From an optimization exercise on the open Yosys and OpenROAD flow, aimed at small area and a short achievable clock period; shortcuts taken in it are not production practice.
At most, simulation tests tie the RTL to the original design; equivalence was not proved.
Only the layout flow was run in run 1; the RTL was not checked for function there.
Power and IR drop assume default switching activity.

<file path="design/flow/design.v">
module mac_fa(input a, input b, input c, output s, output co);
  assign s = a ^ b ^ c;
  assign co = (a & b) | (a & c) | (b & c);
endmodule
module mac_x3(input a, input b, input c, output s);
  assign s = a ^ b ^ c;
endmodule
module mac_mj(input a, input b, input c, output co);
  assign co = (a & b) | (a & c) | (b & c);
endmodule
module mac_xor(input a, input b, output s);
  assign s = a ^ b;
endmodule
module mac(A, B, C, D, clk, reset, Acc);
  input [7:0] A, B, C, D;
  input clk, reset;
  output [31:0] Acc;
  reg [31:0] R;
  reg [1:0] V;
  reg [9:0] W;
  wire p_A0B0 = ~(A[0] & B[0]);
  wire p_A0B1 = ~(A[0] & B[1]);
  wire p_A0B2 = ~(A[0] & B[2]);
  wire p_A0B3 = ~(A[0] & B[3]);
  wire p_A0B4 = ~(A[0] & B[4]);
  wire p_A0B5 = ~(A[0] & B[5]);
  wire p_A0B6 = ~(A[0] & B[6]);
  wire p_A0B7 = ~(A[0] & B[7]);
  wire p_A1B0 = ~(A[1] & B[0]);
  wire p_A1B1 = ~(A[1] & B[1]);
  wire p_A1B2 = ~(A[1] & B[2]);
  wire p_A1B3 = ~(A[1] & B[3]);
  wire p_A1B4 = ~(A[1] & B[4]);
  wire p_A1B5 = ~(A[1] & B[5]);
  wire p_A1B6 = ~(A[1] & B[6]);
  wire p_A1B7 = ~(A[1] & B[7]);
  wire p_A2B0 = ~(A[2] & B[0]);
  wire p_A2B1 = ~(A[2] & B[1]);
  wire p_A2B2 = ~(A[2] & B[2]);
  wire p_A2B3 = ~(A[2] & B[3]);
  wire p_A2B4 = ~(A[2] & B[4]);
  wire p_A2B5 = ~(A[2] & B[5]);
  wire p_A2B6 = ~(A[2] & B[6]);
  wire p_A2B7 = ~(A[2] & B[7]);
  wire p_A3B0 = ~(A[3] & B[0]);
  wire p_A3B1 = ~(A[3] & B[1]);
  wire p_A3B2 = ~(A[3] & B[2]);
  wire p_A3B3 = ~(A[3] & B[3]);
  wire p_A3B4 = ~(A[3] & B[4]);
  wire p_A3B5 = ~(A[3] & B[5]);
  wire p_A3B6 = ~(A[3] & B[6]);
  wire p_A3B7 = ~(A[3] & B[7]);
  wire p_A4B0 = ~(A[4] & B[0]);
  wire p_A4B1 = ~(A[4] & B[1]);
  wire p_A4B2 = ~(A[4] & B[2]);
  wire p_A4B3 = ~(A[4] & B[3]);
  wire p_A4B4 = ~(A[4] & B[4]);
  wire p_A4B5 = ~(A[4] & B[5]);
  wire p_A4B6 = ~(A[4] & B[6]);
  wire p_A4B7 = ~(A[4] & B[7]);
  wire p_A5B0 = ~(A[5] & B[0]);
  wire p_A5B1 = ~(A[5] & B[1]);
  wire p_A5B2 = ~(A[5] & B[2]);
  wire p_A5B3 = ~(A[5] & B[3]);
  wire p_A5B4 = ~(A[5] & B[4]);
  wire p_A5B5 = ~(A[5] & B[5]);
  wire p_A5B6 = ~(A[5] & B[6]);
  wire p_A5B7 = ~(A[5] & B[7]);
  wire p_A6B0 = ~(A[6] & B[0]);
  wire p_A6B1 = ~(A[6] & B[1]);
  wire p_A6B2 = ~(A[6] & B[2]);
  wire p_A6B3 = ~(A[6] & B[3]);
  wire p_A6B4 = ~(A[6] & B[4]);
  wire p_A6B5 = ~(A[6] & B[5]);
  wire p_A6B6 = ~(A[6] & B[6]);
  wire p_A6B7 = ~(A[6] & B[7]);
  wire p_A7B0 = ~(A[7] & B[0]);
  wire p_A7B1 = ~(A[7] & B[1]);
  wire p_A7B2 = ~(A[7] & B[2]);
  wire p_A7B3 = ~(A[7] & B[3]);
  wire p_A7B4 = ~(A[7] & B[4]);
  wire p_A7B5 = ~(A[7] & B[5]);
  wire p_A7B6 = ~(A[7] & B[6]);
  wire p_A7B7 = ~(A[7] & B[7]);
  wire p_C0D0 = ~(C[0] & D[0]);
  wire p_C0D1 = ~(C[0] & D[1]);
  wire p_C0D2 = ~(C[0] & D[2]);
  wire p_C0D3 = ~(C[0] & D[3]);
  wire p_C0D4 = ~(C[0] & D[4]);
  wire p_C0D5 = ~(C[0] & D[5]);
  wire p_C0D6 = ~(C[0] & D[6]);
  wire p_C0D7 = ~(C[0] & D[7]);
  wire p_C1D0 = ~(C[1] & D[0]);
  wire p_C1D1 = ~(C[1] & D[1]);
  wire p_C1D2 = ~(C[1] & D[2]);
  wire p_C1D3 = ~(C[1] & D[3]);
  wire p_C1D4 = ~(C[1] & D[4]);
  wire p_C1D5 = ~(C[1] & D[5]);
  wire p_C1D6 = ~(C[1] & D[6]);
  wire p_C1D7 = ~(C[1] & D[7]);
  wire p_C2D0 = ~(C[2] & D[0]);
  wire p_C2D1 = ~(C[2] & D[1]);
  wire p_C2D2 = ~(C[2] & D[2]);
  wire p_C2D3 = ~(C[2] & D[3]);
  wire p_C2D4 = ~(C[2] & D[4]);
  wire p_C2D5 = ~(C[2] & D[5]);
  wire p_C2D6 = ~(C[2] & D[6]);
  wire p_C2D7 = ~(C[2] & D[7]);
  wire p_C3D0 = ~(C[3] & D[0]);
  wire p_C3D1 = ~(C[3] & D[1]);
  wire p_C3D2 = ~(C[3] & D[2]);
  wire p_C3D3 = ~(C[3] & D[3]);
  wire p_C3D4 = ~(C[3] & D[4]);
  wire p_C3D5 = ~(C[3] & D[5]);
  wire p_C3D6 = ~(C[3] & D[6]);
  wire p_C3D7 = ~(C[3] & D[7]);
  wire p_C4D0 = ~(C[4] & D[0]);
  wire p_C4D1 = ~(C[4] & D[1]);
  wire p_C4D2 = ~(C[4] & D[2]);
  wire p_C4D3 = ~(C[4] & D[3]);
  wire p_C4D4 = ~(C[4] & D[4]);
  wire p_C4D5 = ~(C[4] & D[5]);
  wire p_C4D6 = ~(C[4] & D[6]);
  wire p_C4D7 = ~(C[4] & D[7]);
  wire p_C5D0 = ~(C[5] & D[0]);
  wire p_C5D1 = ~(C[5] & D[1]);
  wire p_C5D2 = ~(C[5] & D[2]);
  wire p_C5D3 = ~(C[5] & D[3]);
  wire p_C5D4 = ~(C[5] & D[4]);
  wire p_C5D5 = ~(C[5] & D[5]);
  wire p_C5D6 = ~(C[5] & D[6]);
  wire p_C5D7 = ~(C[5] & D[7]);
  wire p_C6D0 = ~(C[6] & D[0]);
  wire p_C6D1 = ~(C[6] & D[1]);
  wire p_C6D2 = ~(C[6] & D[2]);
  wire p_C6D3 = ~(C[6] & D[3]);
  wire p_C6D4 = ~(C[6] & D[4]);
  wire p_C6D5 = ~(C[6] & D[5]);
  wire p_C6D6 = ~(C[6] & D[6]);
  wire p_C6D7 = ~(C[6] & D[7]);
  wire p_C7D0 = ~(C[7] & D[0]);
  wire p_C7D1 = ~(C[7] & D[1]);
  wire p_C7D2 = ~(C[7] & D[2]);
  wire p_C7D3 = ~(C[7] & D[3]);
  wire p_C7D4 = ~(C[7] & D[4]);
  wire p_C7D5 = ~(C[7] & D[5]);
  wire p_C7D6 = ~(C[7] & D[6]);
  wire p_C7D7 = ~(C[7] & D[7]);
  wire s1, c2;
  wire s3, c4;
  wire s5, c6;
  wire s7, c8;
  wire s9, c10;
  wire s11, c12;
  wire s13, c14;
  wire s15, c16;
  wire s17, c18;
  wire s19, c20;
  wire s21, c22;
  wire s23, c24;
  wire s25, c26;
  wire s27, c28;
  wire s29, c30;
  wire s31, c32;
  wire s33, c34;
  wire s35, c36;
  wire s37, c38;
  wire s39, c40;
  wire s41, c42;
  wire s43, c44;
  wire s45, c46;
  wire s47, c48;
  wire s49, c50;
  wire s51, c52;
  wire s53, c54;
  wire s55, c56;
  wire s57, c58;
  wire s59, c60;
  wire s61, c62;
  wire s63, c64;
  wire s65, c66;
  wire s67, c68;
  wire s69, c70;
  wire s71, c72;
  wire s73, c74;
  wire s75, c76;
  wire s77, c78;
  wire s79, c80;
  wire s81, c82;
  wire s83, c84;
  wire s85, c86;
  wire s87, c88;
  wire s89, c90;
  wire s91, c92;
  wire s93, c94;
  wire s95, c96;
  wire s97, c98;
  wire s99, c100;
  wire s101, c102;
  wire s103, c104;
  wire s105, c106;
  wire s107, c108;
  wire s109, c110;
  wire s111, c112;
  wire s113, c114;
  wire s115, c116;
  wire s117, c118;
  wire s119, c120;
  wire s121, c122;
  wire s123, c124;
  wire s125, c126;
  wire s127, c128;
  wire s129, c130;
  wire s131, c132;
  wire s133, c134;
  wire s135, c136;
  wire s137, c138;
  wire s139, c140;
  wire s141, c142;
  wire s143, c144;
  wire s145, c146;
  wire s147, c148;
  wire s149, c150;
  wire s151, c152;
  wire s153, c154;
  wire s155, c156;
  wire s157, c158;
  wire s159, c160;
  wire s161, c162;
  wire s163, c164;
  wire s165, c166;
  wire s167, c168;
  wire s169, c170;
  wire s171, c172;
  wire s173, c174;
  wire s175, c176;
  wire s177, c178;
  wire s179, c180;
  wire s181, c182;
  wire s183, c184;
  wire s185, c186;
  wire s187, c188;
  wire s189, c190;
  wire s191, c192;
  wire s193, c194;
  wire s195, c196;
  wire s197, c198;
  wire s199, c200;
  wire s201, c202;
  wire s203, c204;
  wire s205, c206;
  wire s207, c208;
  wire s209, c210;
  wire s211, c212;
  wire s213, c214;
  wire s215, c216;
  wire s217, c218;
  wire s219, c220;
  wire s221, c222;
  wire s223, c224;
  wire s225, c226;
  wire s227, c228;
  wire s229, c230;
  wire s231, c232;
  wire s233, c234;
  wire s235, c236;
  wire s237, c238;
  wire s239, c240;
  wire s241, c242;
  wire s243, c244;
  wire s245, c246;
  wire s247, c248;
  wire s249, c250;
  wire s251, c252;
  wire s253, c254;
  wire s255, c256;
  wire s257, c258;
  wire s259, c260;
  wire s261, c262;
  wire [31:0] x = {R[31], R[30], R[29], R[28], R[27], R[26], R[25], R[24], R[23], R[22], R[21], R[20], R[19], R[18], R[17], s261, ~s259, ~s255, ~s247, ~s235, ~s219, c176, c148, c118, c88, s87, ~s59, s41, s25, s13, ~s3, (C[0] & D[0])};
  wire [31:0] y = {1'b0, 1'b0, 1'b0, 1'b0, 1'b0, 1'b0, 1'b0, 1'b0, 1'b0, 1'b0, V[1], 1'b0, 1'b0, 1'b0, c262, ~c260, ~c256, ~c248, ~c236, ~c220, ~c200, ~s199, s175, s147, s117, 1'b0, ~s61, ~s39, ~s23, ~s11, ~s5, ~s1};
  mac_xor u_s1 (R[0], p_A0B0, s1);
  assign c2 = R[0] & ~p_A0B0;
  mac_fa u_s3 (~R[1], p_A0B1, p_A1B0, s3, c4);
  mac_fa u_s5 (p_C0D1, p_C1D0, ~c2, s5, c6);
  mac_fa u_s7 (~R[2], p_A0B2, p_A1B1, s7, c8);
  mac_fa u_s9 (p_A2B0, p_C0D2, p_C1D1, s9, c10);
  mac_fa u_s11 (p_C2D0, c4, s7, s11, c12);
  mac_xor u_s13 (s9, c6, s13);
  assign c14 = ~s9 & ~c6;
  mac_fa u_s15 (~R[3], p_A0B3, p_A1B2, s15, c16);
  mac_fa u_s17 (p_A2B1, p_A3B0, p_C0D3, s17, c18);
  mac_fa u_s19 (p_C1D2, p_C2D1, p_C3D0, s19, c20);
  mac_fa u_s21 (c8, c10, s15, s21, c22);
  mac_fa u_s23 (s17, s19, ~c14, s23, c24);
  mac_xor u_s25 (c12, s21, s25);
  assign c26 = ~c12 & ~s21;
  mac_fa u_s27 (~R[4], p_A0B4, p_A1B3, s27, c28);
  mac_fa u_s29 (p_A2B2, p_A3B1, p_A4B0, s29, c30);
  mac_fa u_s31 (p_C0D4, p_C1D3, p_C2D2, s31, c32);
  mac_fa u_s33 (p_C3D1, p_C4D0, c16, s33, c34);
  mac_fa u_s35 (c18, c20, s27, s35, c36);
  mac_fa u_s37 (s29, s31, s33, s37, c38);
  mac_fa u_s39 (c22, s35, ~c26, s39, c40);
  mac_xor u_s41 (c24, s37, s41);
  assign c42 = ~c24 & ~s37;
  mac_fa u_s43 (~R[5], p_A0B5, p_A1B4, s43, c44);
  mac_fa u_s45 (p_A2B3, p_A3B2, p_A4B1, s45, c46);
  mac_fa u_s47 (p_A5B0, p_C0D5, p_C1D4, s47, c48);
  mac_fa u_s49 (p_C2D3, p_C3D2, p_C4D1, s49, c50);
  mac_fa u_s51 (p_C5D0, c28, c30, s51, c52);
  mac_fa u_s53 (c32, s43, s45, s53, c54);
  mac_fa u_s55 (s47, s49, c34, s55, c56);
  mac_fa u_s57 (c36, s51, s53, s57, c58);
  mac_x3 u_s59 (s55, c38, s57, s59);
  mac_mj u_c60 (s55, c38, s57, c60);
  mac_xor u_s61 (c42, c40, s61);
  assign c62 = c42 & ~c40;
  mac_fa u_s63 (R[6], V[0], (A[0] & B[6]), s63, c64);
  mac_fa u_s65 (p_A1B5, p_A2B4, p_A3B3, s65, c66);
  mac_fa u_s67 (p_A4B2, p_A5B1, p_A6B0, s67, c68);
  mac_fa u_s69 (p_C0D6, p_C1D5, p_C2D4, s69, c70);
  mac_fa u_s71 (p_C3D3, p_C4D2, p_C5D1, s71, c72);
  mac_fa u_s73 (p_C6D0, c44, c46, s73, c74);
  mac_fa u_s75 (c48, c50, s65, s75, c76);
  mac_fa u_s77 (s67, s69, s71, s77, c78);
  mac_fa u_s79 (~s63, c52, c54, s79, c80);
  mac_fa u_s81 (s73, s75, s77, s81, c82);
  mac_fa u_s83 (c56, s79, c58, s83, c84);
  mac_x3 u_s85 (s81, ~c62, c60, s85);
  mac_mj u_c86 (s81, ~c62, c60, c86);
  mac_xor u_s87 (s83, s85, s87);
  assign c88 = ~s83 & ~s85;
  mac_fa u_s89 (R[7], W[0], (A[0] & B[7]), s89, c90);
  mac_fa u_s91 (p_A1B6, p_A2B5, p_A3B4, s91, c92);
  mac_fa u_s93 (p_A4B3, p_A5B2, p_A6B1, s93, c94);
  mac_fa u_s95 (p_A7B0, p_C0D7, p_C1D6, s95, c96);
  mac_fa u_s97 (p_C2D5, p_C3D4, p_C4D3, s97, c98);
  mac_fa u_s99 (p_C5D2, p_C6D1, p_C7D0, s99, c100);
  mac_fa u_s101 (c66, c68, c70, s101, c102);
  mac_fa u_s103 (c72, s91, ~c64, s103, c104);
  mac_fa u_s105 (s93, s95, s97, s105, c106);
  mac_fa u_s107 (s99, ~s89, c74, s107, c108);
  mac_fa u_s109 (c76, c78, s101, s109, c110);
  mac_fa u_s111 (s103, s105, s107, s111, c112);
  mac_x3 u_s113 (c80, c82, s109, s113);
  mac_mj u_c114 (c80, c82, s109, c114);
  mac_x3 u_s115 (s111, s113, c84, s115);
  mac_mj u_c116 (s111, s113, c84, c116);
  mac_xor u_s117 (s115, c86, s117);
  assign c118 = ~s115 & ~c86;
  mac_fa u_s119 (R[8], W[1], (A[1] & B[7]), s119, c120);
  mac_fa u_s121 (p_A2B6, p_A3B5, p_A4B4, s121, c122);
  mac_fa u_s123 (p_A5B3, p_A6B2, p_A7B1, s123, c124);
  mac_fa u_s125 (p_C1D7, p_C2D6, p_C3D5, s125, c126);
  mac_fa u_s127 (p_C4D4, p_C5D3, p_C6D2, s127, c128);
  mac_fa u_s129 (p_C7D1, c92, c94, s129, c130);
  mac_fa u_s131 (c96, c98, c100, s131, c132);
  mac_fa u_s133 (s121, s123, ~c90, s133, c134);
  mac_fa u_s135 (s125, s127, ~s119, s135, c136);
  mac_fa u_s137 (c102, c104, s129, s137, c138);
  mac_fa u_s139 (c106, s131, s133, s139, c140);
  mac_fa u_s141 (s135, c108, c110, s141, c142);
  mac_x3 u_s143 (s137, s139, c112, s143);
  mac_mj u_c144 (s137, s139, c112, c144);
  mac_x3 u_s145 (c114, s141, s143, s145);
  mac_mj u_c146 (c114, s141, s143, c146);
  mac_xor u_s147 (c116, s145, s147);
  assign c148 = ~c116 & ~s145;
  mac_fa u_s149 (R[9], W[2], (A[2] & B[7]), s149, c150);
  mac_fa u_s151 (p_A3B6, p_A4B5, p_A5B4, s151, c152);
  mac_fa u_s153 (p_A6B3, p_A7B2, p_C2D7, s153, c154);
  mac_fa u_s155 (p_C3D6, p_C4D5, p_C5D4, s155, c156);
  mac_fa u_s157 (p_C6D3, p_C7D2, c122, s157, c158);
  mac_fa u_s159 (c124, c126, c128, s159, c160);
  mac_fa u_s161 (s151, s153, ~c120, s161, c162);
  mac_fa u_s163 (s155, ~s149, c130, s163, c164);
  mac_fa u_s165 (c132, s157, c134, s165, c166);
  mac_fa u_s167 (s159, c136, s161, s167, c168);
  mac_x3 u_s169 (s163, c138, s165, s169);
  mac_mj u_c170 (s163, c138, s165, c170);
  mac_x3 u_s171 (c140, s167, s169, s171);
  mac_mj u_c172 (c140, s167, s169, c172);
  mac_x3 u_s173 (c142, s171, c144, s173);
  mac_mj u_c174 (c142, s171, c144, c174);
  mac_xor u_s175 (c146, s173, s175);
  assign c176 = ~c146 & ~s173;
  mac_fa u_s177 (R[10], W[3], (A[3] & B[7]), s177, c178);
  mac_fa u_s179 (p_A4B6, p_A5B5, p_A6B4, s179, c180);
  mac_fa u_s181 (p_A7B3, p_C3D7, p_C4D6, s181, c182);
  mac_fa u_s183 (p_C5D5, p_C6D4, p_C7D3, s183, c184);
  mac_fa u_s185 (c152, c154, c156, s185, c186);
  mac_fa u_s187 (s179, s181, ~c150, s187, c188);
  mac_fa u_s189 (s183, ~s177, c158, s189, c190);
  mac_fa u_s191 (c160, c162, s185, s191, c192);
  mac_fa u_s193 (s187, c164, s189, s193, c194);
  mac_x3 u_s195 (c166, c168, s191, s195);
  mac_mj u_c196 (c166, c168, s191, c196);
  mac_x3 u_s197 (s193, c170, s195, s197);
  mac_mj u_c198 (s193, c170, s195, c198);
  mac_x3 u_s199 (c172, s197, c174, s199);
  mac_mj u_c200 (c172, s197, c174, c200);
  mac_fa u_s201 (R[11], W[4], (A[4] & B[7]), s201, c202);
  mac_fa u_s203 (p_A5B6, p_A6B5, p_A7B4, s203, c204);
  mac_fa u_s205 (p_C4D7, p_C5D6, p_C6D5, s205, c206);
  mac_fa u_s207 (p_C7D4, c180, c182, s207, c208);
  mac_fa u_s209 (c184, s203, ~c178, s209, c210);
  mac_fa u_s211 (s205, ~s201, c186, s211, c212);
  mac_fa u_s213 (s207, c188, s209, s213, c214);
  mac_fa u_s215 (c190, s211, c192, s215, c216);
  mac_x3 u_s217 (s213, c194, c196, s217);
  mac_mj u_c218 (s213, c194, c196, c218);
  mac_x3 u_s219 (s215, s217, c198, s219);
  mac_mj u_c220 (s215, s217, c198, c220);
  mac_fa u_s221 (R[12], W[5], (A[5] & B[7]), s221, c222);
  mac_fa u_s223 (p_A6B6, p_A7B5, p_C5D7, s223, c224);
  mac_fa u_s225 (p_C6D6, p_C7D5, c204, s225, c226);
  mac_fa u_s227 (c206, s223, ~c202, s227, c228);
  mac_fa u_s229 (~s221, c208, s225, s229, c230);
  mac_fa u_s231 (c210, s227, c212, s231, c232);
  mac_x3 u_s233 (s229, c214, s231, s233);
  mac_mj u_c234 (s229, c214, s231, c234);
  mac_x3 u_s235 (c216, s233, c218, s235);
  mac_mj u_c236 (c216, s233, c218, c236);
  mac_fa u_s237 (R[13], W[6], (A[6] & B[7]), s237, c238);
  mac_fa u_s239 (p_A7B6, p_C6D7, p_C7D6, s239, c240);
  mac_fa u_s241 (c224, s239, ~c222, s241, c242);
  mac_fa u_s243 (~s237, c226, c228, s243, c244);
  mac_fa u_s245 (s241, c230, s243, s245, c246);
  mac_x3 u_s247 (c232, s245, c234, s247);
  mac_mj u_c248 (c232, s245, c234, c248);
  mac_fa u_s249 (R[14], W[7], (A[7] & B[7]), s249, c250);
  mac_fa u_s251 (p_C7D7, c240, ~c238, s251, c252);
  mac_fa u_s253 (~s249, c242, s251, s253, c254);
  mac_x3 u_s255 (c244, s253, c246, s255);
  mac_mj u_c256 (c244, s253, c246, c256);
  mac_fa u_s257 (R[15], W[8], c250, s257, c258);
  mac_fa u_s259 (c252, ~s257, c254, s259, c260);
  mac_fa u_s261 (R[16], W[9], c258, s261, c262);
  wire [6:0] blk0 = x[5:0] + y[5:0];
  wire [4:0] blk2 = x[20:17] + y[20:17];
  wire [11:0] blk3 = x[31:21] + y[31:21];
  wire [31:0] vv = {1'b0, 1'b0, 1'b0, 1'b0, 1'b0, 1'b0, 1'b0, 1'b0, 1'b0, 1'b0, V[1], 1'b0, 1'b0, 1'b0, 1'b0, 1'b0, 1'b0, 1'b0, 1'b0, 1'b0, 1'b0, 1'b0, 1'b0, 1'b0, 1'b0, V[0], 1'b0, 1'b0, 1'b0, 1'b0, 1'b0, 1'b0};
  wire [31:0] wv = {1'b0, 1'b0, 1'b0, 1'b0, 1'b0, 1'b0, 1'b0, 1'b0, 1'b0, 1'b0, 1'b0, 1'b0, 1'b0, 1'b0, 1'b0, W[9], W[8], W[7], W[6], W[5], W[4], W[3], W[2], W[1], W[0], 1'b0, 1'b0, 1'b0, 1'b0, 1'b0, 1'b0, 1'b0};
  assign Acc = R + (vv | wv);
  always @(posedge clk, negedge reset)
    if (reset == 0) begin
      R <= 0;
      V <= 0;
      W <= 0;
    end else begin
      R <= {blk3[10], blk3[9], blk3[8], blk3[7], blk3[6], blk3[5], blk3[4], blk3[3], blk3[2], blk3[1], blk3[0], blk2[3], blk2[2], blk2[1], blk2[0], x[16], x[15], x[14], x[13], x[12], x[11], x[10], x[9], x[8], x[7], x[6], blk0[5], blk0[4], blk0[3], blk0[2], blk0[1], blk0[0]};
      V <= {blk2[4], blk0[6]};
      W <= {y[16], y[15], y[14], y[13], y[12], y[11], y[10], y[9], y[8], y[7]};
    end
endmodule
</file>
<file path="design/flow/constraint.sdc">
create_clock -name core_clock -period 6.5 [get_ports {clk}]
set_input_delay 1.3000 -clock core_clock [delete_from_list [all_inputs] [get_ports {clk}]]
set_output_delay 1.3000 -clock core_clock [all_outputs]
set_load 0.01 [all_outputs]
</file>
<file path="design/flow/standard.sh">
#!/bin/bash
# synth_recipe.tcl (not shown) runs the flow's synth.tcl, then flattens the netlist and writes it again
# the make line also repeats each setting of config.mk as NAME=value (left out here)
make -C /OpenROAD-flow-scripts/flow DESIGN_CONFIG=/design/flow/config.mk WORK_HOME=/design/flow/orfs CLKGATE_MAP_FILE= SYNTH_SCRIPT=/design/flow/synth_recipe.tcl "${@:-finish}"
</file>
<file path="design/flow/config.mk">
export PLATFORM = sky130hd
export DESIGN_NAME = mac
export DESIGN_NICKNAME = mac
export VERILOG_FILES = /design/flow/design.v
export SDC_FILE = /design/flow/constraint.sdc
export NUM_CORES = 4
export LEC_CHECK = 0
export CAP_MARGIN = 20
export CORE_MARGIN = 2
export CORE_UTILIZATION = 60
export SETUP_SLACK_MARGIN = 1.5
export SLEW_MARGIN = 20
export SYNTH_HIERARCHICAL = 1
</file>
<file path="design/flow/flow/run.sh">
#!/bin/bash
# Standard ORFS flow (the standard.sh), with the port buffers made of
# sky130_fd_sc_hd__buf_2 instead of buffer_ports' default cell.
set -o pipefail
export BUFFER_PORTS_ARGS="-buffer_cell sky130_fd_sc_hd__buf_2"
bash standard.sh finish 2>&1 | tee standard_flow.log
</file>
==> results_dict.tcl, run 1 <==
set metrics [dict create \
    status "finished clean" \
    p_per_area_nw_per_um2 666 \
    synth_edf_count 0 \
    wl_per_cell_um 18.9 \
    cp_top_family "adder cells" \
    drive_above_1_share_pct 16.2 \
    path_class "in2reg" \
    grt_max_degree 45 \
    leakagePower_uw 0.00299 \
    rsz0062_at_grt "false" \
    crit_required_ns 6.75 \
    whs_ns 0.502 \
    skew_ns 0.0180 \
    fin_nets 778 \
    yosysSeqAreaShare_pct 18.3 \
    cts_resized 0 \
    io_pins 66 \
    placed_area_um2 6340 \
    ctsHoldBuffers 0 \
    core.rowCount 36 \
    synth_ff_type "dfrtp_1" \
    clock-sinks 44 \
    grt_first_pass_wirelength_um 23700 \
    cts_max_path_buffers 2 \
    path_common_cell "fa_1" \
    slowest_delay_ns 0.47 \
    drv_cap 0 \
    timing.final.ws_setup_ns 2.29 \
    finalHoldViolations 0 \
    drc_errors 0 \
    num_vias 4199 \
    dieArea_um2 10900 \
    die_height_um 104 \
    yosys.area.top_type "fa_1" \
    place.gp.congestion 0.932 \
    drt-initial-drc-count 161 \
    syn_avg_cell_area_um2 10.3 \
    fin_area_um2 6450 \
    clock_latency_ns 0.32 \
    port-buffer-count 65 \
    final-max-slew-violation-count 0 \
    htreeDepth 2 \
    antenna_cells 0 \
    synth_warnings 7 \
    setup_viol 0 \
    finalCriticalPeriod_ns 4.21 \
    setup_tns_ns 0 \
    gr-usage-all-layers_pct 28.5 \
    synth_cell_types 37 \
    final_common_cell "nand2_1" \
    synthCells 587 \
    finalCritPeriodShare_pct 64.8 \
    clk_pin_slew_ns 0.10 \
    hpwl_um 11500 \
    hold_class "reg2reg" \
    yosys.area.top_type_share_pct 35.2 \
    post_cts_buffers 0 \
    worstSetupStartpointType "input pin" \
    initial_core_util_pct 61.6 \
    crit_slowest_cell "fa_1" \
    vias_per_cell 5.59 \
    die_x_um 104 \
    cp_max_fo 8 \
    drt_wl_total_um 14200 \
    ir_worst_vdd_mv 0.498 \
    post-place-ws_ns 1.98 \
    layout_common_cells "nand2_1, fa_1, buf_2" \
    fill_cells 817 \
    first_global_vias 4641 \
    grt_overflow_total 0 \
    drt_first_pass_iters 4 \
    critical_path_buf_inv_count 2 \
    relSlewSlack_pct 58.1 \
    worstMarginPinSlew_ns 0.629 \
    yosys_register_bits 44 \
    end_kind "flip-flop" \
    core_um2 9770 \
    cts_root_buf "clkbuf_8" \
    clock.fmax_ghz 0.238 \
    antenna_found_initial 0 \
    tritoncts "yes" \
    arrival_ns 4.46 \
    synthesis.area_um2 6020 \
    syn_nets 748 \
    cts_buffers 5 \
    postRouteAntennaNets 0 \
    cp_cell_sequence "buf_2 -> nand2_1 -> fa_1 -> fa_1 -> fa_1 -> xor3_1 -> xor3_1 -> maj3_2 -> maj3_2 -> inv_1" \
    syn2layout_area_growth_pct 7.15 \
    synthTopCellsByArea "fa_1, dfrtp_1, nand2_1, xor3_1, ha_1" \
    async_flop_share_pct 100 \
]
## modules after synthesis (local to each module, per instance)
module,cells,times used,cell area (um^2),flops+latches
mac,438,1,3230,44
mac_fa,1,104,20.0,0
mac_mj,1,18,11.3,0
mac_x3,1,18,23.8,0
mac_xor,1,9,8.76,0
## power breakdown
| part | internal [uW] | switching [uW] | leakage [uW] |
|---|---|---|---|
| clock network | 116 | 116 | 0.0000548 |
| registers | 442 | 100 | 0.000553 |
| logic | 1880 | 1640 | 0.00238 |
## state kept, by name (all words and copies together) (netlist names)
register  cells
W            10
R            32
V             2
## Yosys cell counts (all sizes together), types with 7 or more instances
master and count:
a21o 7, a21oi 23, and2 12, clkbuf 37, dfrtp 44, fa 106
ha 21, inv 52, maj3 18, nand2 135, nor2 17, xnor2 17
xor2 29, xor3 18
## path summary, 6_finish.rpt
check	from	end	slack, ns	cells past startpoint
setup / recovery	D[3]	W[4]	2.29	10
hold / removal	R[31]	R[31]	0.50	1
setup reg to reg	R[8]	W[4]	3.18	8
hold reg to reg	R[31]	R[31]	0.50	1
max in group asynchronous	reset	R[16]	5.00	2
min in group asynchronous	reset	R[1]	1.06	2
## final cells by class
type / instances / area [um^2] / share of cell area [%]
inverters: 52 / 195 / 3.03
multi-input cells: 448 / 4540 / 70.4
clock buffers: 5 / 68.8 / 1.07
flip-flops and latches: 44 / 1100 / 17.1
well taps: 133 / 166 / 2.58
repair buffers: 66 / 333 / 5.16
clock inverters: 3 / 46.3 / 0.717
## cell families after synthesis
group	count (synthesis)	synth area share (%)
and+or+nand+nor	193	13.7
adders and majority gates	145	43.0
DFF	44	18.3
buffers and inverters	95	6.30
AOI/OAI and AO/OA	46	4.99
xor gates and xnor gates	64	13.8
## per-layer routing
layer / track usage (%) / up-vias / wire length, um
met4: 6.47 / 0 / 209
met3: 6.14 / 22 / 931
met5: 0 / - / 0
li1: - / 1882 / -
met2: 47.4 / 137 / 7020
met1: 38.9 / 2158 / 6040
## stage by stage
| stage | util (%) | instances | power, uW |
|---|---|---|---|
| 6_report | 66.0 | 751 | 4300 |
| 3_3_place_gp | 64.8 | 743 | 3930 |
| 3_5_place_dp | 64.8 | 743 | 4030 |
| 5_1_grt | 66.0 | 751 | 4690 |
| 2_1_floorplan | - | 587 | 3330 |
| 4_1_cts | 66.0 | 751 | 4310 |
==> run 2, diff against run 1 <==
--- a/design/flow/design.v
+++ b/design/flow/design.v
@@ -17,7 +17,7 @@
   output [31:0] Acc;
   reg [31:0] R;
   reg [1:0] V;
-  reg [9:0] W;
+  reg [8:0] W;
   wire p_A0B0 = ~(A[0] & B[0]);
   wire p_A0B1 = ~(A[0] & B[1]);
   wire p_A0B2 = ~(A[0] & B[2]);
@@ -278,7 +278,7 @@
   wire s259, c260;
   wire s261, c262;
   wire [31:0] x = {R[31], R[30], R[29], R[28], R[27], R[26], R[25], R[24], R[23], R[22], R[21], R[20], R[19], R[18], R[17], s261, ~s259, ~s255, ~s247, ~s235, ~s219, c176, c148, c118, c88, s87, ~s59, s41, s25, s13, ~s3, (C[0] & D[0])};
-  wire [31:0] y = {1'b0, 1'b0, 1'b0, 1'b0, 1'b0, 1'b0, 1'b0, 1'b0, 1'b0, 1'b0, V[1], 1'b0, 1'b0, 1'b0, c262, ~c260, ~c256, ~c248, ~c236, ~c220, ~c200, ~s199, s175, s147, s117, 1'b0, ~s61, ~s39, ~s23, ~s11, ~s5, ~s1};
+  wire [31:0] y = {1'b0, 1'b0, 1'b0, 1'b0, 1'b0, 1'b0, 1'b0, 1'b0, 1'b0, 1'b0, 1'b0, V[1], 1'b0, 1'b0, c262, ~c260, ~c256, ~c248, ~c236, ~c220, ~c200, ~s199, s175, s147, s117, 1'b0, ~s61, ~s39, ~s23, ~s11, ~s5, ~s1};
   mac_xor u_s1 (R[0], p_A0B0, s1);
   assign c2 = R[0] & ~p_A0B0;
   mac_fa u_s3 (~R[1], p_A0B1, p_A1B0, s3, c4);
@@ -436,12 +436,13 @@
   mac_mj u_c256 (c244, s253, c246, c256);
   mac_fa u_s257 (R[15], W[8], c250, s257, c258);
   mac_fa u_s259 (c252, ~s257, c254, s259, c260);
-  mac_fa u_s261 (R[16], W[9], c258, s261, c262);
+  mac_xor u_s261 (R[16], c258, s261);
+  assign c262 = R[16] & c258;
   wire [6:0] blk0 = x[5:0] + y[5:0];
-  wire [4:0] blk2 = x[20:17] + y[20:17];
-  wire [11:0] blk3 = x[31:21] + y[31:21];
-  wire [31:0] vv = {1'b0, 1'b0, 1'b0, 1'b0, 1'b0, 1'b0, 1'b0, 1'b0, 1'b0, 1'b0, V[1], 1'b0, 1'b0, 1'b0, 1'b0, 1'b0, 1'b0, 1'b0, 1'b0, 1'b0, 1'b0, 1'b0, 1'b0, 1'b0, 1'b0, V[0], 1'b0, 1'b0, 1'b0, 1'b0, 1'b0, 1'b0};
-  wire [31:0] wv = {1'b0, 1'b0, 1'b0, 1'b0, 1'b0, 1'b0, 1'b0, 1'b0, 1'b0, 1'b0, 1'b0, 1'b0, 1'b0, 1'b0, 1'b0, W[9], W[8], W[7], W[6], W[5], W[4], W[3], W[2], W[1], W[0], 1'b0, 1'b0, 1'b0, 1'b0, 1'b0, 1'b0, 1'b0};
+  wire [4:0] blk2 = x[19:16] + y[19:16];
+  wire [12:0] blk3 = x[31:20] + y[31:20];
+  wire [31:0] vv = {1'b0, 1'b0, 1'b0, 1'b0, 1'b0, 1'b0, 1'b0, 1'b0, 1'b0, 1'b0, 1'b0, V[1], 1'b0, 1'b0, 1'b0, 1'b0, 1'b0, 1'b0, 1'b0, 1'b0, 1'b0, 1'b0, 1'b0, 1'b0, 1'b0, V[0], 1'b0, 1'b0, 1'b0, 1'b0, 1'b0, 1'b0};
+  wire [31:0] wv = {1'b0, 1'b0, 1'b0, 1'b0, 1'b0, 1'b0, 1'b0, 1'b0, 1'b0, 1'b0, 1'b0, 1'b0, 1'b0, 1'b0, 1'b0, 1'b0, W[8], W[7], W[6], W[5], W[4], W[3], W[2], W[1], W[0], 1'b0, 1'b0, 1'b0, 1'b0, 1'b0, 1'b0, 1'b0};
   assign Acc = R + (vv | wv);
   always @(posedge clk, negedge reset)
     if (reset == 0) begin
@@ -449,8 +450,8 @@
       V <= 0;
       W <= 0;
     end else begin
-      R <= {blk3[10], blk3[9], blk3[8], blk3[7], blk3[6], blk3[5], blk3[4], blk3[3], blk3[2], blk3[1], blk3[0], blk2[3], blk2[2], blk2[1], blk2[0], x[16], x[15], x[14], x[13], x[12], x[11], x[10], x[9], x[8], x[7], x[6], blk0[5], blk0[4], blk0[3], blk0[2], blk0[1], blk0[0]};
+      R <= {blk3[11], blk3[10], blk3[9], blk3[8], blk3[7], blk3[6], blk3[5], blk3[4], blk3[3], blk3[2], blk3[1], blk3[0], blk2[3], blk2[2], blk2[1], blk2[0], x[15], x[14], x[13], x[12], x[11], x[10], x[9], x[8], x[7], x[6], blk0[5], blk0[4], blk0[3], blk0[2], blk0[1], blk0[0]};
       V <= {blk2[4], blk0[6]};
-      W <= {y[16], y[15], y[14], y[13], y[12], y[11], y[10], y[9], y[8], y[7]};
+      W <= {y[15], y[14], y[13], y[12], y[11], y[10], y[9], y[8], y[7]};
     end
 endmodule
--- a/design/flow/config.mk
+++ b/design/flow/config.mk
@@ -8,6 +8,6 @@
 export CAP_MARGIN = 20
 export CORE_MARGIN = 2
 export CORE_UTILIZATION = 60
-export SETUP_SLACK_MARGIN = 1.5
+export SETUP_SLACK_MARGIN = 2.5
 export SLEW_MARGIN = 20
 export SYNTH_HIERARCHICAL = 1
==> run 2 against run 1 <==
  * Largest power group unchanged
  * Synthesized area fell by 1.0%
  * Sequential share of layout area fell by 1.5 points
  * Sequential power barely moved
  * Critical endpoint unchanged
  * Flip-flop and latch count fell by 1
==> results_dict.tcl, run 2 <==
set metrics [dict create \
    status "finished clean" \
    clock-sinks 43 \
    dp_cells 740 \
    antenna_found_initial 0 \
    die_x_um 104 \
    io_pins 66 \
    critPathLaunch "A[2]" \
    htreeDepth 2 \
    p_clk_share_pct 4.4 \
    vias_per_cell 5.55 \
    grt_first_pass_wirelength_um 23700 \
    crit_required_ns 6.74 \
    relSlewSlack_pct 61.9 \
    layout_common_cells "nand2_1, fa_1, inv_1" \
    drt_wl_total_um 14200 \
    hpwl_um 11500 \
    cts_buffers 5 \
    gr-usage-all-layers_pct 28.5 \
    regMostFlops "R" \
    synthCells 572 \
    wl_per_cell_um 18.7 \
    final-max-slew-violation-count 0 \
    die_height_um 104 \
    dieArea_um2 10700 \
    finalHoldViolations 0 \
    intPower_uw 2520 \
    async_flop_share_pct 100 \
    synth_warnings 7 \
    cts_root_buf "clkbuf_8" \
    synth.most_common_cell "nand2_1" \
    path_class "in2reg" \
    place.gp.congestion 0.925 \
    grt_overflow_total 0 \
    hold_class "reg2reg" \
    finalCritPeriodShare_pct 61.8 \
    core_um2 9730 \
    postRouteAntennaNets 0 \
    combinationalPowerShare_pct 83.3 \
    grt_max_degree 44 \
    num_vias 4210 \
    antenna_cells 0 \
    syn_nets 732 \
    leakagePower_uw 0.00312 \
    syn_avg_cell_area_um2 10.4 \
    synth_edf_count 0 \
    fin_nets 785 \
    syn2layout_area_growth_pct 16.1 \
    cp_max_fo 8 \
    first_global_vias 4567 \
    yosys_register_bits 43 \
    drv_cap 0 \
    synthesis.area_um2 5960 \
    drt-initial-drc-count 174 \
    drive_above_1_share_pct 26.7 \
    synth_commonest_cells "nand2_1, fa_1, inv_1" \
    setup_viol 0 \
    core.rowCount 36 \
    post-place-ws_ns 2.09 \
    ir_worst_vdd_mv 0.460 \
    p_per_area_nw_per_um2 633 \
    clk_pin_slew_ns 0.08 \
    drc_errors 0 \
    port-buffer-count 65 \
    tritoncts "yes" \
    skew_ns 0.0112 \
    yosys.area.top_type_share_pct 35.6 \
    drt_first_pass_iters 5 \
    fill_cells 762 \
    clock_latency_ns 0.30 \
    synthTopCellsByArea "fa_1, dfrtp_1, nand2_1, xor3_1, ha_1" \
    initial_core_util_pct 61.3 \
    largest_register_ffs 32 \
    timing.rr.start "R[5]" \
    synth_ff_type "dfrtp_1" \
    whs_ns 0.503 \
    clock.fmax_ghz 0.249 \
    arrival_ns 4.26 \
    timing.final.ws_setup_ns 2.48 \
    finalCriticalPeriod_ns 4.02 \
    layout.cells.non_filler 759 \
    netSwitchingFraction_pct 42.3 \
    largestRegisters "R x32, W x9, V x2" \
    yosys.area.top_type "fa_1" \
    hp-start "R[31]" \
    setup_tns_ns 0 \
    worstMarginPinSlew_ns 0.572 \
    p_total_uw 4380 \
    rsz0062_at_grt "true" \
    pwr-share-seq_pct 12.3 \
    end_kind "flip-flop" \
    synth_cell_types 42 \
    cts_max_path_buffers 2 \
    final_common_cell "nand2_1" \
    ctsHoldBuffers 0 \
    worstSetupStartpointType "input pin" \
    p_switching_uw 1850 \
    yosysSeqAreaShare_pct 18.1 \
]
run 2: Yosys stat by module (local to each module, per instance):
module	times used	cells inside	cell area (um^2)	flip-flops and latches
mac	1	423	3180	43
mac_x3	18	1	23.8	0
mac_fa	103	1	20.0	0
mac_mj	18	1	11.3	0
mac_xor	10	1	8.76	0
run 2: power by group through the flow:
stage / registers, uW / logic [uW] / clock network [uW]
2_1_floorplan: 517 / 2870 / 0
3_3_place_gp: 545 / 3430 / 0
3_5_place_dp: 550 / 3510 / 0
4_1_cts: 545 / 3590 / 199
5_1_grt: 559 / 4070 / 209
6_report: 540 / 3640 / 193
run 2: critical path: stages:
cell     delay [ns]
buf_6          0.12
nand2_4        0.07
fa_2           0.46
fa_2           0.40
fa_2           0.35
xor3_1         0.41
xor3_1         0.44
maj3_2         0.34
maj3_2         0.31
inv_2          0.05
run 2: logic make-up (layout without fill, tap and decap cells):
family / count (synthesis) / in the layout / share of synthesized area, %
flops: 43 / 43 / 18.1
buf+inv: 86 / 140 / 5.82
simple gates: 194 / 194 / 13.9
compound gates: 38 / 38 / 4.68
xor+xnor: 67 / 67 / 14.4
fa+ha+maj: 144 / 144 / 43.2
run 2: per-layer routing:
layer	track usage (%)	up-vias	routed length, um
met4	10.2	0	406
met1	35.9	2136	5360
li1	-	1891	-
met2	49.7	153	7540
met5	0	-	0
met3	5.03	30	861
run 2: final cells by class:
class,count,area (um^2),area share (%)
multi-input cells,443,4720,68.3
well taps,133,166,2.41
repair buffers,76,639,9.24
clock buffers,7,96.3,1.39
clock inverters,1,7.51,0.109
inverters,56,210,3.04
flip-flops and latches,43,1080,15.6
run 2: worst paths after layout:
kind	to	slack, ns	cells after the start
min	R[31]	0.50	1
max in group asynchronous	R[3]	5.12	1
min in group asynchronous	R[0]	0.98	1
max reg2reg	W[4]	3.36	9
max	W[4]	2.48	10
min reg2reg	R[31]	0.50	1
run 2: timing repair:
item	in CTS	in global routing
pin swaps	9	30
gates resized for setup	39	78
endpoints found under the hold margin	0	0
setup endpoints to repair	8	18
setup buffers	2	9
run 2: stage by stage:
stage / util, % / cell area [um^2]
after detailed placement: 65.7 / 6390
final: 71.1 / 6920
after global placement: 65.7 / 6390
after global routing: 71.1 / 6920
after floorplan: - / 6200
after CTS: 68.0 / 6620
==> run 3, diff against run 2 <==
--- a/design/flow/config.mk
+++ b/design/flow/config.mk
@@ -8,6 +8,6 @@
 export CAP_MARGIN = 20
 export CORE_MARGIN = 2
 export CORE_UTILIZATION = 60
-export SETUP_SLACK_MARGIN = 2.5
+export SETUP_SLACK_MARGIN = 1.5
 export SLEW_MARGIN = 20
 export SYNTH_HIERARCHICAL = 1
==> run 3 against run 2 <==
  * Highest routed layer unchanged
  * Clock power is 12% lower
  * Clock skew fell by 0.0083 ns
  * Worst hold slack worse by 0.0014 ns
==> results_dict.tcl, run 3 <==
set metrics [dict create \
    crit_required_ns 6.74 \
    synth_warnings 7 \
    grt_max_degree 44 \
    setup_viol 0 \
    finalHoldViolations 0 \
    synth_ff_type "dfrtp_1" \
    clock-sinks 43 \
    die_height_um 104 \
    synthesis.area_um2 5960 \
    initial_core_util_pct 61.3 \
    drv_cap 0 \
    largest_register_ffs 32 \
    io_pins 66 \
    async_flop_share_pct 100 \
    end_kind "flip-flop" \
    setup_tns_ns 0 \
    clk_pin_slew_ns 0.08 \
    drive_above_1_share_pct 15.8 \
    antenna_found_initial 0 \
    vias_per_cell 5.52 \
    synthTopCellsByArea "fa_1, dfrtp_1, nand2_1, xor3_1, ha_1" \
    final-max-slew-violation-count 0 \
    yosys_register_bits 43 \
    core.rowCount 36 \
    p_total_uw 4220 \
    cts_root_buf "clkbuf_8" \
    arrival_ns 4.46 \
    syn_nets 732 \
    whs_ns 0.502 \
    path_class "in2reg" \
    synthCells 572 \
    hold_class "reg2reg" \
    yosys.area.top_type_share_pct 35.6 \
    finalCriticalPeriod_ns 4.21 \
    ir_worst_vdd_mv 0.574 \
    worstSetupStartpointType "input pin" \
    core_um2 9730 \
    cts_resized 0 \
    final_common_cell "nand2_1" \
    fin_nets 774 \
    cts_buffers 5 \
    syn2layout_area_growth_pct 7.43 \
    hpwl_um 11600 \
    clock.fmax_ghz 0.237 \
    drt-initial-drc-count 220 \
    synth_commonest_cells "nand2_1, fa_1, inv_1" \
    rsz0062_at_grt "false" \
    skew_ns 0.00290 \
    layout_common_cells "nand2_1, fa_1, buf_2" \
    port-buffer-count 65 \
    antenna_cells 0 \
    die_x_um 104 \
    synth_cell_types 42 \
    leakagePower_uw 0.00295 \
    ctsHoldBuffers 0 \
    gr-usage-all-layers_pct 28.7 \
    htreeDepth 2 \
    cts_max_path_buffers 2 \
    grt_overflow_total 0 \
    synth.most_common_cell "nand2_1" \
    layout.cells.non_filler 748 \
    finalCritPeriodShare_pct 64.8 \
    worstMarginPinSlew_ns 0.599 \
    place.gp.congestion 0.922 \
    fin_area_um2 6400 \
    wl_per_cell_um 18.5 \
    post_cts_buffers 0 \
    placed_area_um2 6310 \
    relSlewSlack_pct 60.1 \
    p_per_area_nw_per_um2 658 \
    status "finished clean" \
    yosysSeqAreaShare_pct 18.1 \
    postRouteAntennaNets 0 \
    grt_first_pass_wirelength_um 24000 \
    synth_edf_count 0 \
    drt_first_pass_iters 4 \
    cp_max_fo 8 \
    num_vias 4130 \
    first_global_vias 4600 \
    largestRegisters "R x32, W x9, V x2" \
    clock_latency_ns 0.29 \
    drc_errors 0 \
    yosys.area.top_type "fa_1" \
    dieArea_um2 10700 \
    regMostFlops "R" \
    dp_cells 740 \
    tritoncts "yes" \
    drt_wl_total_um 13900 \
    syn_avg_cell_area_um2 10.4 \
]
run 3: cell counts after synthesis:
No cell type changed its count.
run 3: final cells by class:
class                      count  area (um^2)
inverter                      56          210
fill                         826         3330
clock inverter                 2         12.5
timing repair buffer          65          328
multi-input combinational    443         4540
clock buffer                   6         72.6
tap                          133          166
sequential                    43         1080
run 3: kinds of logic (layout without fill, tap and decap cells):
| logic type | Yosys count | after routing | share of synthesized area, % |
|---|---|---|---|
| and+or+nand+nor | 194 | 194 | 13.9 |
| adders and majority gates | 144 | 144 | 43.2 |
| DFF | 43 | 43 | 18.1 |
| xor gates and xnor gates | 67 | 67 | 14.4 |
| AOI/OAI and AO/OA | 38 | 38 | 4.68 |
| buffers and inverters | 86 | 129 | 5.82 |
run 3: worst paths after layout:
kind	startpoint	cells past startpoint	slack, ns	to
min	R[31]	1	0.50	R[31]
max	B[6]	10	2.29	W[4]
min in group asynchronous	reset	1	1.00	W[4]
max reg2reg	R[5]	9	3.20	W[4]
min reg2reg	R[31]	1	0.50	R[31]
max in group asynchronous	reset	1	5.09	W[5]
run 3: Yosys stat by module (local to each module, per instance):
module / flip-flops and latches / cells / copies in the design
mac_fa: 0 / 1 / 103
mac_mj: 0 / 1 / 18
mac_xor: 0 / 1 / 10
mac_x3: 0 / 1 / 18
mac: 43 / 423 / 1
run 3: metal layers:
layer | vias to the layer above | routed length [um] | global-route usage, %
li1 | 1870 | - | -
met1 | 2097 | 5950 | 39.9
met2 | 144 | 6730 | 46.9
met3 | 19 | 930 | 5.60
met4 | 0 | 257 | 7.63
met5 | - | 0 | 0
run 3: metrics by stage:
step | setup WS [ns] | util [%]
after floorplan | 2.14 | -
after global placement | 2.00 | 64.9
after detailed placement | 1.99 | 64.9
after CTS | 2.30 | 65.8
after global routing | 2.22 | 65.8
final | 2.29 | 65.8
run 3: power by group:
part | internal [uW] | switching, uW
sequential | 436 | 108
clock | 75.2 | 93.6
combinational | 1890 | 1620
total | 2400 | 1820
run 3: worst max-delay path, cell delays in order:
cell and delay (ns):
buf_2 0.20, nand2_1 0.11, fa_1 0.53, fa_1 0.45
fa_1 0.45, xor3_1 0.44, xor3_1 0.27, maj3_2 0.35
maj3_2 0.31, inv_1 0.05
==> run 4, diff against run 3 <==
==> design/flow/flow/run.sh (replaced) <==
#!/bin/bash
# Standard ORFS flow (the standard.sh), with the port buffers made of
# sky130_fd_sc_hd__buf_2 instead of buffer_ports' default cell, and power
# recovery (downsizing gates off the critical paths) after global routing.
set -o pipefail
export BUFFER_PORTS_ARGS="-buffer_cell sky130_fd_sc_hd__buf_2"
export RECOVER_POWER=100
bash standard.sh finish 2>&1 | tee standard_flow.log
==> run 4 against run 3 <==
  * The layout now fails its checks (max-capacitance violations, max-slew violations)
  * Flip-flop and latch count did not move
  * Critical path depth unchanged
  * Clock-buffer cell count is the same
  * Critical path type unchanged
  * Register-to-register slack lost 0.14 ns
  * Largest power group unchanged
  * Largest cell class unchanged
  * Combinational power fell by 2%
  * Clock skew increased by 0.0025 ns
  * Global-route usage did not move
  * Critical endpoint unchanged
  * Core utilization down 0.76 points
  * Die area unchanged
==> results_dict.tcl, run 4 <==
set metrics [dict create \
    final_common_cell "nand2_1" \
    drc_errors 0 \
    p_per_area_nw_per_um2 655 \
    die_height_um 104 \
    cts_buffers 5 \
    layout_common_cells "nand2_1, fa_1, inv_1" \
    final-max-slew-violation-count 44 \
    cts_resized 0 \
    setup_viol 0 \
    synth_ff_type "dfrtp_1" \
    num_vias 4164 \
    ir_worst_vdd_mv 0.572 \
    tritoncts "yes" \
    path_class "in2reg" \
    timing.rr.start "R[5]" \
    core_um2 9730 \
    fin_nets 774 \
    largestRegisters "R x32, W x9, V x2" \
    ctsHoldBuffers 0 \
    setup_tns_ns 0 \
    regArea_um2 1080 \
    clock_latency_ns 0.30 \
    antenna_cells 0 \
    syn_nets 732 \
    drive_above_1_share_pct 8.94 \
    initial_core_util_pct 61.3 \
    regMostFlops "R" \
    port-buffer-count 65 \
    drt_wl_total_um 14000 \
    vias_per_cell 5.57 \
    dieArea_um2 10700 \
    crit_required_ns 6.74 \
    arrival_ns 4.73 \
    grt_max_degree 44 \
    wl_per_cell_um 18.7 \
    yosys.area.top_type "fa_1" \
    relSlewSlack_pct -65.6 \
    antenna_found_initial 0 \
    async_flop_share_pct 100 \
    place.gp.congestion 0.922 \
    post_cts_buffers 0 \
    status "failed layout checks" \
    die_x_um 104 \
    finalCritPeriodShare_pct 69.0 \
    worstMarginPinSlew_ns 2.48 \
    synth_edf_count 0 \
    clock.fmax_ghz 0.223 \
    multiInputGateArea_um2 4500 \
    cts_max_path_buffers 2 \
    fill_cells 856 \
    synth.most_common_cell "nand2_1" \
    finalCriticalPeriod_ns 4.49 \
    synth_warnings 7 \
    synth_commonest_cells "nand2_1, fa_1, inv_1" \
    syn2layout_area_growth_pct 6.19 \
    p_total_uw 4140 \
    htreeDepth 2 \
    hold_class "reg2reg" \
    yosys.area.top_type_share_pct 35.6 \
    cp_max_fo 8 \
    end_kind "flip-flop" \
    yosysSeqAreaShare_pct 18.1 \
    so_faults "max-capacitance violations, max-slew violations" \
    skew_ns 0.00544 \
    leakagePower_uw 0.00283 \
    hp-start "R[31]" \
    drv_cap 1 \
    grt_first_pass_wirelength_um 24000 \
    clock-sinks 43 \
    rsz0062_at_grt "false" \
    syn_avg_cell_area_um2 10.4 \
    grt_overflow_total 0 \
    core.rowCount 36 \
    yosys_register_bits 43 \
    clk_pin_slew_ns 0.08 \
    synthTopCellsByArea "fa_1, dfrtp_1, nand2_1, xor3_1, ha_1" \
    drt_first_pass_iters 4 \
    postRouteAntennaNets 0 \
    finalHoldViolations 0 \
    io_pins 66 \
    synth_cell_types 42 \
    cts_root_buf "clkbuf_8" \
    drt-initial-drc-count 224 \
    worstSetupStartpointType "input pin" \
    largest_register_ffs 32 \
    gr-usage-all-layers_pct 28.7 \
    hpwl_um 11600 \
    synthesis.area_um2 5960 \
    critPathLaunch "B[6]" \
    first_global_vias 4600 \
    synthCells 572 \
]
## run 4: cell counts after synthesis
Identical to the previous run, type by type.
## run 4: report_power, final
group          switching [uW]  internal [uW]
registers                 108            436
logic                    1610           1820
clock network            94.4           75.2
total                    1810           2340
## run 4: cell type report
cell class | instances | area share (%)
Multi-Input combinational cell | 443 | 71.2
Sequential cell | 43 | 17.0
Timing Repair Buffer | 65 | 4.53
Inverter | 56 | 3.32
Tap cell | 133 | 2.63
Clock buffer | 6 | 1.15
Clock inverter | 2 | 0.198
## run 4: worst paths after layout
path / slack (ns) / cells past startpoint / end
hold reg to reg: 0.50 / 1 / R[31]
setup reg to reg: 3.06 / 9 / W[4]
hold / removal: 0.50 / 1 / R[31]
max in group asynchronous: 3.32 / 1 / W[5]
min in group asynchronous: 1.77 / 1 / W[4]
setup / recovery: 2.01 / 10 / W[4]
## run 4: stage by stage
stage	hold slack [ns]	worst slack (ns)	area (um^2)	utilization (%)	cells
6_report	0.502	2.01	6330	65.0	748
5_1_grt	0.519	1.88	6330	65.0	748
4_1_cts	0.505	2.30	6400	65.8	748
3_5_place_dp	0.491	1.99	6310	64.9	740
3_3_place_gp	0.480	2.00	6310	64.9	740
2_1_floorplan	0.465	2.14	5960	-	572
## run 4: modules after synthesis (local to each module, per instance)
| module | cells inside | area (um^2) |
|---|---|---|
| mac | 423 | 3180 |
| mac_x3 | 1 | 23.8 |
| mac_fa | 1 | 20.0 |
| mac_mj | 1 | 11.3 |
| mac_xor | 1 | 8.76 |
## run 4: cells by family after synthesis
group	Yosys count	synth area share (%)
flops	43	18.1
buf+inv	86	5.82
simple gates	194	13.9
fa+ha+maj	144	43.2
compound gates	38	4.68
xor+xnor	67	14.4
## run 4: worst max-delay path, cell delays in order
cell and delay, ns:
clkbuf_1 0.36, nand2_1 0.15, fa_1 0.54, fa_1 0.45, fa_1 0.45, xor3_1 0.44
xor3_1 0.27, maj3_1 0.41, maj3_2 0.32, inv_1 0.05
## run 4: layer usage
layer	share of wire [%]	track usage (%)	up-vias
met5	0	0	-
met4	1.9	7.63	0
met3	7.2	5.60	19
met2	49	46.9	156
met1	42	39.9	2117
li1	-	-	1872

-- afterwards: timing with drivers on the ports --
Ports are ideal in the flow. The routed layouts listed here were re-timed in OpenROAD.
Step 1 assumes that a clkbuf_16 drives the clock port and a buf_2 every other input.
Step 2 adds t to the input delays and takes it off the output delays; t is the mean of the earliest and latest rising clock arrival at the registers after step 1. Input paths then give back, and output paths get back, about the clock's delay inside the block.
Slacks: ideal ports / drivers / drivers and shift; pairs: ideal ports / drivers.
| run | t, ns | setup slack, ns | worst setup path after step 2 | worst register clock-pin slew, ns | worst data-port slew with drivers (ns) |
|---|---|---|---|---|---|
| run 1 | 0.342 | 2.291 / 2.292 / 1.951 | input to register | 0.11 / 0.11 | 0.05 |
| run 2 | 0.328 | 2.482 / 2.446 / 2.118 | input to register | 0.09 / 0.09 | 0.07 |
| run 3 | 0.327 | 2.287 / 2.292 / 1.966 | input to register | 0.08 / 0.08 | 0.03 |
| run 4 | 0.328 | 2.012 / 2.015 / 1.688 | input to register | 0.09 / 0.09 | 0.03 |
The setup slack of run 2, which loses most, moves by -0.036 ns with the drivers and by -0.364 ns with both steps.
